From an optimization exercise on the open Yosys and OpenROAD flow, aimed at small area, a short achievable clock period and few clock cycles per item; shortcuts taken in it are not production practice.
Where RTL was checked, it was by simulation tests only, not by an equivalence proof against the original.
Power and IR drop assume default switching activity.

## multiplier
module multiplier(
  output [63:0] prod,
  output busy,
  input [31:0] mc,
  input [31:0] mp,
  input clk,
  input rst,
  input start);
clock: 4.0 ns
lec_check: 0
cap_margin: 20
core_margin: 2
core_utilization: 40
slew_margin: 20
run.sh (not shown) runs the stock make flow with config.mk's settings and CLKGATE_MAP_FILE= SYNTH_SCRIPT=/design/flow/synth_recipe.tcl, a recipe that flattens the netlist after the stock synthesis.
==> next run, changes <==
--- a/flow/design.v
+++ b/flow/design.v
@@ -6,16 +6,16 @@
   input clk,
   input rst,
   input start);
 reg [31:0] M, Q, S, C;
 reg [7:0] Ls, Lc;
 reg t, cl, busy_r;
-reg [2:0] cnt;
+reg [1:0] cnt;
 reg [3:0] d_one, d_two, d_neg;
-wire fin = busy_r & cnt[2];
-wire it = busy_r & ~cnt[2];
+wire fin = busy_r & (cnt == 2'd2);
+wire it = start | busy_r;
 function [11:0] dec;
   input [8:0] b;
   integer k;
   reg [3:0] o, w, n;
   begin
     for (k = 0; k < 4; k = k + 1) begin
@@ -23,20 +23,21 @@
       w[k] = (b[2*k+2] & ~b[2*k+1] & ~b[2*k]) | (~b[2*k+2] & b[2*k+1] & b[2*k]);
       n[k] = b[2*k+2] & ~(b[2*k+1] & b[2*k]);
     end
     dec = {n, w, o};
   end
 endfunction
-wire [11:0] decn = dec(start ? {mp[7:0], 1'b0} : Q[15:7]);
-wire [31:0] Me = M;
-wire [3:0] oe = d_one;
-wire [3:0] we = d_two;
-wire [3:0] ne = d_neg;
-wire [31:0] Se = S;
-wire [31:0] Ce = C;
-wire te = t;
+wire [11:0] dec0 = dec({mp[7:0], 1'b0});
+wire [11:0] decn = dec(start ? mp[15:7] : Q[15:7]);
+wire [31:0] Me = start ? mc : M;
+wire [3:0] oe = start ? dec0[3:0] : d_one;
+wire [3:0] we = start ? dec0[7:4] : d_two;
+wire [3:0] ne = start ? dec0[11:8] : d_neg;
+wire [31:0] Se = start ? 32'd0 : S;
+wire [31:0] Ce = start ? 32'd0 : C;
+wire te = start | t;
 wire [32:0] Mx = {Me[31], Me};
 wire [33:0] Mx2 = {Mx, 1'b0};
 wire [32:0] x0 = ({33{oe[0]}} & Mx) | ({33{we[0]}} & Mx2[32:0]);
 wire [32:0] p0 = x0 ^ {33{ne[0]}};
 wire [33:0] pp0 = {~p0[32], p0};
 wire [32:0] x1 = ({33{oe[1]}} & Mx) | ({33{we[1]}} & Mx2[32:0]);
@@ -320,23 +321,25 @@
 wire [39:0] F = Fx[40:1];
 wire c8 = F[8] ^ S[0] ^ C[0];
 always @(posedge clk) begin
   if (rst) busy_r <= 1'b0;
   else if (start) busy_r <= 1'b1;
   else if (fin) busy_r <= 1'b0;
-  cnt <= start ? 3'd0 : cnt + 3'd1;
-  if (start) M <= mc;
-  if (start) Q <= mp;
+  cnt <= start ? 2'd0 : cnt + 2'd1;
+  M <= Me;
+  if (start) Q <= {8'd0, mp[31:8]};
   else if (busy_r) Q <= {F[7:0], Q[31:8]};
   d_one <= decn[3:0];
   d_two <= decn[7:4];
   d_neg <= decn[11:8];
-  S <= it ? R0[39:8] : (F[39:8] & {32{~start}});
-  C <= it ? R1[39:8] : 32'd0;
-  t <= it ? (R0[40] | R1[40]) : 1'b1;
-  Ls <= it ? R0[7:0] : 8'd0;
-  Lc <= it ? R1[7:0] : 8'd0;
-  cl <= it & c8;
+  if (it) begin
+    S <= R0[39:8];
+    C <= R1[39:8];
+    t <= R0[40] | R1[40];
+    Ls <= R0[7:0];
+    Lc <= R1[7:0];
+    cl <= c8 & ~start;
+  end
 end
 assign busy = busy_r;
-assign prod = {S, Q};
+assign prod = {F, Q[31:8]};
 endmodule
=>
- This time the run ran to the end with violations: setup timing
- sequential power goes up by 19%
- worst hold slack gets worse by 0.013 ns
- maximum frequency goes down by 24%
- die area goes up by 1.2%
- synthesized cell count goes down by 4.4%
- routed wire length goes down by 5.5%
- area after synthesis goes up by 1.2%
Testbench counts after the change, summed over its fixed seeds: cycles 12,800, items 3,200.
Only the layout flow was run in the first run of this note; the RTL was not checked for function there.

## port drivers added, routing unchanged
Ports are ideal in the flow. The routed layouts listed here were re-timed in OpenROAD.
Step 1: set_driving_cell puts a clkbuf_16 on clk and a buf_2 on each other input, an assumption about the parent block.
Step 2 also shifts input and output timing later by t, the mid clock arrival at the registers, as if the neighbouring blocks saw the same clock.
Slacks: ideal ports / drivers / drivers and shift; pairs: ideal ports / drivers.
run | shift t [ns] | setup slack, ns | worst hold slack (ns) | worst slew at a driven data input, ns | cell pins on the clock port's net
the first run | 0.486 | 0.925 / 0.925 / 0.925 | 0.418 / 0.418 / 0.418 | 0.06 | 1
the second run | 0.480 | -0.025 / -0.074 / -0.330 | 0.405 / 0.405 / 0.405 | 0.07 | 1
The setup slack of the second run, which loses most, moves by -0.049 ns with the drivers and by -0.305 ns with both steps.
